This design comes from an exercise in tuning for small area and a short achievable clock period on the open sky130 flow, not from production work. The RTL was checked by simulation tests, not by an equivalence proof against the original design. Power figures rest on the tool's default switching activity, not on a simulated workload.

== job 7270 ==
==> flow/design.v (excerpt) <==
module cordic(CosX,SinX,theta,Sign,clock,reset);
	output [16:0] CosX,SinX;
	input  [15:0] theta;
	input  Sign,clock,reset;
	reg [15:0] X;
	reg [15:0] Y;              
	reg        Ys;             
	reg [13:0] Z;              
	reg        zsr;            
	reg        S;              
	reg [3:0]  sh;             
	wire zs = zsr;
	wire yn = &Y[15:12];
	wire last = (sh == 4'd14);
	wire [13:0] atan =
		(sh == 4'd1)  ? 14'd3593 : (sh == 4'd2)  ? 14'd1824 :
		(sh == 4'd3)  ? 14'd916  : (sh == 4'd4)  ? 14'd458  :
		(sh == 4'd5)  ? 14'd229  : (sh == 4'd6)  ? 14'd115  :
		(sh == 4'd7)  ? 14'd57   : (sh == 4'd8)  ? 14'd29   :
		(sh == 4'd9)  ? 14'd14   : (sh == 4'd10) ? 14'd7    :
		(sh == 4'd11) ? 14'd4    : (sh == 4'd12) ? 14'd2    :
		(sh == 4'd13) ? 14'd1    : 14'd0;
	wire first = (sh == 4'd0);
	wire [13:0] zop = first ? (zs ? -14'd4720 : -14'd18322) : (atan ^ {14{~zs}});
	wire zci = first ? ~S : ~zs;
	wire neg = last & yn;
	wire ssign = yn ^ S;
	wire [15:0] yx = Y ^ {16{~zs}};
	wire yfill = yn ^ ~zs;
	wire [32:0] yext = {{18{yfill}}, yx[15:1]} >> sh;
	wire [15:0] yop = yext[15:0];
	wire [15:0] xx = X ^ {16{zs}};
	wire fillx = zs & ~neg;
	wire [32:0] xext = {{18{fillx}}, xx[15:1] ^ {neg, 14'd0}} >> sh;
	wire [16:0] xop = xext[16:0];
	wire [5:0] ylow = Y[5:0] & ~(6'h3E << sh);
	wire yc = yn & ((sh >= 4'd6) | (|ylow));
	wire cx = yc ^ ~zs;
	wire cy = zs;
	wire [15:0] ya = {Y[15:3], Y[2:0] ^ {3{neg}}};
	wire [15:0] SumX; addx ax(.a(X), .b(yop), .ci(cx), .s(SumX));
  ...
Size in the first run: roughly 860 cells after synthesis, about 53 flip-flops, about 53 I/O pins, roughly 0.0052 mm2 of cells after synthesis.
clock: 15.0 ns
lec_check: 0
abc_area: 1
cap_margin: 20
core_margin: 2
core_utilization: 50
cts_buf_list: sky130_fd_sc_hd__clkbuf_8
setup_slack_margin: 0.5
slew_margin: 20
standard.sh (not shown) runs the stock make flow with config.mk's settings and CLKGATE_MAP_FILE= SYNTH_SCRIPT=/design/flow/synth_recipe.tcl, a recipe that flattens the netlist after the stock synthesis.
==> flow/flow/run.sh <==
#!/bin/bash
# The standard layout (standard.sh) with these changes:
# repair_timing aims for a setup margin of 11.05 ns, ports get buf_2
# buffers, and Yosys maps no full or half adder cells (ADDER_MAP_FILE is
# empty, so ABC maps the adders as plain logic).
# make's output goes to flow_make.log here; each ORFS step logs under orfs/logs.
set -euo pipefail

sed -e "s|SETUP_SLACK_MARGIN=[0-9.]*|SETUP_SLACK_MARGIN=11.05 'BUFFER_PORTS_ARGS=-buffer_cell sky130_fd_sc_hd__buf_2' ADDER_MAP_FILE=|" standard.sh > my_standard.sh
bash my_standard.sh > flow_make.log 2>&1
Job 7270: done, clean on timing, DRC and antenna
--- input diff job 7270..job 5428 ---
diff --git a/flow/flow/run.sh b/flow/flow/run.sh
--- a/flow/flow/run.sh
+++ b/flow/flow/run.sh
@@ -3 +3 @@
-# repair_timing aims for a setup margin of 11.05 ns, ports get buf_2
+# repair_timing aims for a setup margin of 11.0 ns, ports get buf_2
@@ -9 +9 @@
-sed -e "s|SETUP_SLACK_MARGIN=[0-9.]*|SETUP_SLACK_MARGIN=11.05 'BUFFER_PORTS_ARGS=-buffer_cell sky130_fd_sc_hd__buf_2' ADDER_MAP_FILE=|" standard.sh > my_standard.sh
+sed -e "s|SETUP_SLACK_MARGIN=[0-9.]*|SETUP_SLACK_MARGIN=11.0 'BUFFER_PORTS_ARGS=-buffer_cell sky130_fd_sc_hd__buf_2' ADDER_MAP_FILE=|" standard.sh > my_standard.sh
Notes after the runs:
For job 7270 and job 5428, there was not a single run that failed to finish clean. Diff job 7270 -> job 5428: net switching component of the power essentially unchanged; synthesis-to-finish area growth lost 0.77 points; global-route wire length before repair now sits at about the same level; wire length the detailed router placed on met1 grew by about 3%; delay of the slowest critical-path stage saw an increase. First-iteration DRC count (job 7270 / job 5428): 0.867. For the number of resized instances in the post-cts repair step, job 5428 came in 5 lower than job 7270 did. Diff job 5428..job 7270 | sequential cell area share | negligible. | power per standard cell area | job 7270 vs job 5428 | ≈ equal |.
Input-level comparison between job 3132 and job 5428:
diff --git a/flow/flow/run.sh b/flow/flow/run.sh
--- a/flow/flow/run.sh
+++ b/flow/flow/run.sh
@@ -3 +3 @@
-# repair_timing aims for a setup margin of 11.0 ns, ports get buf_2
+# repair_timing aims for a setup margin of 11.15 ns, ports get buf_2
@@ -9 +9 @@
-sed -e "s|SETUP_SLACK_MARGIN=[0-9.]*|SETUP_SLACK_MARGIN=11.0 'BUFFER_PORTS_ARGS=-buffer_cell sky130_fd_sc_hd__buf_2' ADDER_MAP_FILE=|" standard.sh > my_standard.sh
+sed -e "s|SETUP_SLACK_MARGIN=[0-9.]*|SETUP_SLACK_MARGIN=11.15 'BUFFER_PORTS_ARGS=-buffer_cell sky130_fd_sc_hd__buf_2' ADDER_MAP_FILE=|" standard.sh > my_standard.sh
Findings:
- Depth of the most critical reg-to-reg path: job 3132 > job 5428
- The cell type of the slowest stage on the worst timing path comes out dfxtp_1 in one run and dfxtp_2 in the other, namely in job 5428 and job 3132 respectively.
- Status: ratio of routed vias to standard cells parity (job 5428, job 3132)
- Setup slack: job 3132 more than job 5428
- Job 3132 vs job 5428 on hold slack: job 3132 is the higher one.
- NOTE: fraction of area in registers in job 3132 falls short of that of job 5428
- Endpoint arrival time on the critical path (job 3132 over job 5428): decrease, 0.13 ns
- Clock distribution area overhead in the final layout ended up 0.16 points lower on job 3132 than on job 5428.
Changes in job 6681 relative to job 3132:
- swapping sky130_fd_sc_hd__clkbuf_8 for sky130_fd_sc_hd__clkbuf_16 in CTS_BUF_LIST
diff --git a/flow/flow/run.sh b/flow/flow/run.sh
--- a/flow/flow/run.sh
+++ b/flow/flow/run.sh
@@ -3 +3 @@
-# repair_timing aims for a setup margin of 11.15 ns, ports get buf_2
+# repair_timing aims for a setup margin of 11.05 ns, ports get buf_2
@@ -9 +9 @@
-sed -e "s|SETUP_SLACK_MARGIN=[0-9.]*|SETUP_SLACK_MARGIN=11.15 'BUFFER_PORTS_ARGS=-buffer_cell sky130_fd_sc_hd__buf_2' ADDER_MAP_FILE=|" standard.sh > my_standard.sh
+sed -e "s|SETUP_SLACK_MARGIN=[0-9.]*|SETUP_SLACK_MARGIN=11.05 'BUFFER_PORTS_ARGS=-buffer_cell sky130_fd_sc_hd__buf_2' ADDER_MAP_FILE=|" standard.sh > my_standard.sh
[summary]
From job 3132 to job 6681 the numbers moved as follows: share of total power in sequential cells climbed 1.6 points, routed wire length went down by 360 um, cell area moved down.

Setup of before:
Another version of the RTL of cordic (not shown whole).
Size in the first run: ~920 cells after synthesis, ~53 I/O pins, about 5400 µm² of cells after synthesis.
==> flow/design.v (excerpt) <==
module cordic(CosX,SinX,theta,Sign,clock,reset);
	output [16:0] CosX,SinX;
	input  [15:0] theta;
	input  Sign,clock,reset;
	reg [15:0] X;
	reg [16:0] Y;              
	reg [13:0] Z;              
	reg        zsr;            
	reg        S;              
	reg [3:0]  sh;             
	wire zs = zsr;
	wire last = (sh == 4'd14);
	wire [13:0] atan =
		(sh == 4'd1)  ? 14'd3593 : (sh == 4'd2)  ? 14'd1824 :
		(sh == 4'd3)  ? 14'd916  : (sh == 4'd4)  ? 14'd458  :
		(sh == 4'd5)  ? 14'd229  : (sh == 4'd6)  ? 14'd115  :
		(sh == 4'd7)  ? 14'd57   : (sh == 4'd8)  ? 14'd29   :
		(sh == 4'd9)  ? 14'd14   : (sh == 4'd10) ? 14'd7    :
		(sh == 4'd11) ? 14'd4    : (sh == 4'd12) ? 14'd2    :
		(sh == 4'd13) ? 14'd1    : 14'd0;
	wire first = (sh == 4'd0);
	wire [13:0] zop = first ? (zs ? -14'd4720 : -14'd18322) : (atan ^ {14{~zs}});
	wire zci = first ? ~S : ~zs;
	wire neg = last & Y[16];
	wire ssign = Y[16] ^ S;
	wire [16:0] yx = Y ^ {17{~zs}};
	wire [32:0] yext = {{17{yx[16]}}, yx[16:1]} >> sh;
	wire [15:0] yop = yext[15:0];
	wire [15:0] xx = X ^ {16{zs}};
	wire fillx = zs & ~neg;
	wire [32:0] xext = {{18{fillx}}, xx[15:1] ^ {neg, 14'd0}} >> sh;
	wire [16:0] xop = xext[16:0];
  ...
==> flow/config.mk <==
export PLATFORM = sky130hd
export DESIGN_NAME = cordic
export DESIGN_NICKNAME = cordic
export VERILOG_FILES = /design/flow/design.v
export SDC_FILE = /design/flow/constraint.sdc
export NUM_CORES = 4
export LEC_CHECK = 0
export ABC_AREA = 1
export CAP_MARGIN = 20
export CORE_MARGIN = 2
export CORE_UTILIZATION = 50
export CTS_BUF_LIST = sky130_fd_sc_hd__clkbuf_8
export CTS_CLUSTER_DIAMETER = 100
export CTS_CLUSTER_SIZE = 30
export SETUP_SLACK_MARGIN = 0.5
export SLEW_MARGIN = 20
==> flow/constraint.sdc <==
create_clock -name core_clock -period 15.0 [get_ports {clock}]
set_input_delay 3.0000 -clock core_clock [delete_from_list [all_inputs] [get_ports {clock}]]
set_output_delay 3.0000 -clock core_clock [all_outputs]
set_load 0.01 [all_outputs]
==> flow/flow/run.sh <==
#!/bin/bash
# The standard layout (standard.sh) with these changes:
# repair_timing aims for a setup margin of 11.05 ns, ports get buf_2
# buffers, and Yosys maps no full or half adder cells (ADDER_MAP_FILE is
# empty, so ABC maps the adders as plain logic).
# make's output goes to flow_make.log here; each ORFS step logs under orfs/logs.
set -euo pipefail

sed -e "s|SETUP_SLACK_MARGIN=[0-9.]*|SETUP_SLACK_MARGIN=11.05 'BUFFER_PORTS_ARGS=-buffer_cell sky130_fd_sc_hd__buf_2' ADDER_MAP_FILE=|" standard.sh > my_standard.sh
bash my_standard.sh > flow_make.log 2>&1
> inputs changed (before -> after)
- CTS_CLUSTER_DIAMETER no longer set, was 100
- CTS_CLUSTER_SIZE no longer set, was 30
--- outcome ---
Diff before -> after: aggregate routed wire length did not really move, final critical-path setup slack did not really move, sequential share of layout area did not really move, worst hold-check slack did not really move, area of placed instances did not really move. Delta (after minus before): time the final worst path needs with I/O delays and setup saw little to no change, logic depth of the worst register-to-register path was more or less identical, internal power summed over all cells ~0 delta, post-synthesis instance total held.

## main
Another version of the RTL of cordic (not shown whole).
For scale: roughly 1,000 cells after synthesis, about 53 flip-flops.
Settings: LEC_CHECK=0, ABC_AREA=1, CAP_MARGIN=20, CORE_MARGIN=2, CORE_UTILIZATION=50, CTS_BUF_LIST=sky130_fd_sc_hd__clkbuf_8, SETUP_SLACK_MARGIN=0.5, SLEW_MARGIN=20; clock period 15.0 ns.
==> flow/flow/run.sh <==
#!/bin/bash
# The standard layout (standard.sh) with these changes:
# repair_timing aims for a setup margin of 11.2 ns, ports get buf_2
# buffers, and Yosys maps no full or half adder cells (ADDER_MAP_FILE is
# empty, so ABC maps the adders as plain logic).
# make's output goes to flow_make.log here; each ORFS step logs under orfs/logs.
set -euo pipefail

sed -e "s|SETUP_SLACK_MARGIN=[0-9.]*|SETUP_SLACK_MARGIN=11.2 'BUFFER_PORTS_ARGS=-buffer_cell sky130_fd_sc_hd__buf_2' ADDER_MAP_FILE=|" standard.sh > my_standard.sh
bash my_standard.sh > flow_make.log 2>&1
main ended with every stage complete and zero timing, DRC or antenna violations.
Relative to main, the following input files were edited for the feature branch:
- CORE_UTILIZATION: 50 -> 60
==> flow/flow/run.sh <==
#!/bin/bash
# The standard layout (standard.sh), with repair_timing aiming for a
# setup margin of 10.9 ns and buf_2 port buffers. make's output goes to
# flow_make.log here; each ORFS step logs under orfs/logs.
set -euo pipefail
sed -e "s/SETUP_SLACK_MARGIN=[0-9.]*/SETUP_SLACK_MARGIN=10.9 'BUFFER_PORTS_ARGS=-buffer_cell sky130_fd_sc_hd__buf_2'/" standard.sh > my_standard.sh
bash my_standard.sh > flow_make.log 2>&1
==> comparison <==
- Global placement routability congestion, the feature branch and main, lower one = main.
- Compared with main, in the feature branch portion of total power attributed to sequential cells went up 1.5 points, global-route usage over all layers went up, length of routed met3 wiring climbed about 100%, final area saw an increase, placed instance count saw a decrease.
- The feature branch vs. main: routed wire length climbed 12%; synthesized cell count dropped 161.
- Summed instance area of the synthesized netlist: the feature branch better than main

Another version of the RTL of cordic (not shown whole).
For scale: ~53 flip-flops, ~53 I/O pins, ~5600 um2 of cells after synthesis.
export LEC_CHECK = 0
export ABC_AREA = 1
export CAP_MARGIN = 20
export CORE_MARGIN = 2
export CORE_UTILIZATION = 50
export CTS_BUF_LIST = sky130_fd_sc_hd__clkbuf_8
export SETUP_SLACK_MARGIN = 0.5
export SLEW_MARGIN = 20
export TNS_END_PERCENT = 10
create_clock -name core_clock -period 15.0 [get_ports {clock}]
==> flow/flow/run.sh <==
#!/bin/bash
# The standard layout (standard.sh) with these changes:
# repair_timing aims for a setup margin of 11.05 ns, ports get buf_2
# buffers, and Yosys maps no full or half adder cells (ADDER_MAP_FILE is
# empty, so ABC maps the adders as plain logic).
# make's output goes to flow_make.log here; each ORFS step logs under orfs/logs.
set -euo pipefail

sed -e "s|SETUP_SLACK_MARGIN=[0-9.]*|SETUP_SLACK_MARGIN=11.05 'BUFFER_PORTS_ARGS=-buffer_cell sky130_fd_sc_hd__buf_2' ADDER_MAP_FILE=|" standard.sh > my_standard.sh
bash my_standard.sh > flow_make.log 2>&1
Next try:
==> flow/flow/run.sh (replaced) <==
#!/bin/bash
# The standard layout (standard.sh) with these changes:
# repair_timing aims for a setup margin of 11.05 ns, ports get buf_2
# buffers, and Yosys maps no full or half adder cells (ADDER_MAP_FILE is
# empty, so ABC maps the adders as plain logic). ABC maps with
# flow/abc_area.script (a copy of ORFS's scripts folder is made here and
# only that file replaced).
# make's output goes to flow_make.log here; each ORFS step logs under orfs/logs.
set -euo pipefail
rm -rf scripts_copy
cp -r "$FLOW_HOME/scripts" scripts_copy
cp flow/abc_area.script scripts_copy/abc_area.script
sed -e "s|SETUP_SLACK_MARGIN=[0-9.]*|SETUP_SLACK_MARGIN=11.05 'BUFFER_PORTS_ARGS=-buffer_cell sky130_fd_sc_hd__buf_2' ADDER_MAP_FILE= SCRIPTS_DIR=$PWD/scripts_copy|" standard.sh > my_standard.sh
bash my_standard.sh > flow_make.log 2>&1
==> flow/flow/abc_area.script (new file) <==
strash
dch
map -a -B 0.9
topo
stime -c
buffer -c
upsize -c
dnsize -c
--- a/flow/config.mk
+++ b/flow/config.mk
@@ -13,3 +13,2 @@
 export SETUP_SLACK_MARGIN = 0.5
 export SLEW_MARGIN = 20
-export TNS_END_PERCENT = 10
Wire length increases by 16%.
Hold slack is worse by 0.022 ns.
Count of clock-buffer cells in the layout does not change.
Non-clock buffer count increases by 129.
Worst setup slack is worse by 0.33 ns.
Total power increases by 28%.
Die area decreases by 6.7%.
Sequential cell count does not change.
Design area increases by 24%.
Next try:
==> flow/flow/run.sh (replaced) <==
#!/bin/bash
# The standard layout (standard.sh) with these changes:
# repair_timing aims for a setup margin of 11.05 ns, ports get buf_2
# buffers, and Yosys maps no full or half adder cells (ADDER_MAP_FILE is
# empty, so ABC maps the adders as plain logic).
# make's output goes to flow_make.log here; each ORFS step logs under orfs/logs.
set -euo pipefail

sed -e "s|SETUP_SLACK_MARGIN=[0-9.]*|SETUP_SLACK_MARGIN=11.05 'BUFFER_PORTS_ARGS=-buffer_cell sky130_fd_sc_hd__buf_2' ADDER_MAP_FILE=|" standard.sh > my_standard.sh
bash my_standard.sh > flow_make.log 2>&1
removed: flow/flow/abc_area.script
Effect: The changed run finished with timing, DRC and antenna clean; utilization went down by 17 points; cell area went down by 19%; final cell count went down by 1.8%; non-clock buffer count went down by 129; routed wire length went down by about 14%; critical path depth went down by 34.
Next try:
--- a/flow/config.mk
+++ b/flow/config.mk
@@ -9,5 +9,5 @@
 export CAP_MARGIN = 20
 export CORE_MARGIN = 2
-export CORE_UTILIZATION = 50
+export CORE_UTILIZATION = 55
 export CTS_BUF_LIST = sky130_fd_sc_hd__clkbuf_8
 export SETUP_SLACK_MARGIN = 0.5
After rerunning: The new run passed the timing, design-rule and antenna checks. Worst setup slack gets better by 0.022 ns. Total power drops by about 1%. Die area drops by 8.8%. Non-clock buffer count does not change. Routed wire length drops by about 3.7%. Worst hold slack gets worse by 0.0038 ns. Core utilization climbs by 5.6 points. Final cell count drops by about 0.6%.

afterwards: timing with drivers on the ports:
How much do the figures lean on ideal ports? The routed layouts below were timed once more, with nothing changed but the port constraints. Step 1: set_driving_cell puts a clkbuf_16 on clock and a buf_2 on each other input, an assumption about the parent block. Step 2 also shifts input and output timing later by t, the mid clock arrival at the registers, as if the neighbouring blocks saw the same clock. a / b / c = ideal / step 1 / step 2; a / b = the first two.
run	shift t [ns]	setup slack, ns	worst hold slack (ns)
job 7270	0.367	11.092 / 11.058 / 10.903	0.570 / 0.570 / 0.570
job 5428	0.365	11.047 / 11.013 / 10.912	0.566 / 0.566 / 0.566
job 3132	0.369	11.182 / 11.148 / 11.089	0.577 / 0.577 / 0.577
job 6681	0.340	11.100 / 11.060 / 10.905	0.560 / 0.560 / 0.560
before	0.358	11.076 / 11.040 / 10.794	0.419 / 0.419 / 0.419
after	0.358	11.076 / 11.040 / 10.794	0.419 / 0.419 / 0.419
main	0.371	11.165 / 11.131 / 10.947	0.547 / 0.547 / 0.547
the feature branch	0.357	10.651 / 10.651 / 10.651	0.670 / 0.670 / 0.670
the first run of note 4	0.385	10.981 / 10.945 / 10.657	0.643 / 0.643 / 0.643
the second run of note 4	0.360	10.647 / 10.647 / 10.647	0.620 / 0.620 / 0.620
the third run of note 4	0.385	11.050 / 11.014 / 10.761	0.621 / 0.621 / 0.621
the fourth run of note 4	0.358	11.072 / 11.035 / 10.878	0.618 / 0.618 / 0.618
After both steps every run listed still meets setup and hold. The setup slack of the first run of note 4, which loses most, moves by -0.036 ns with the drivers and by -0.324 ns with both steps.
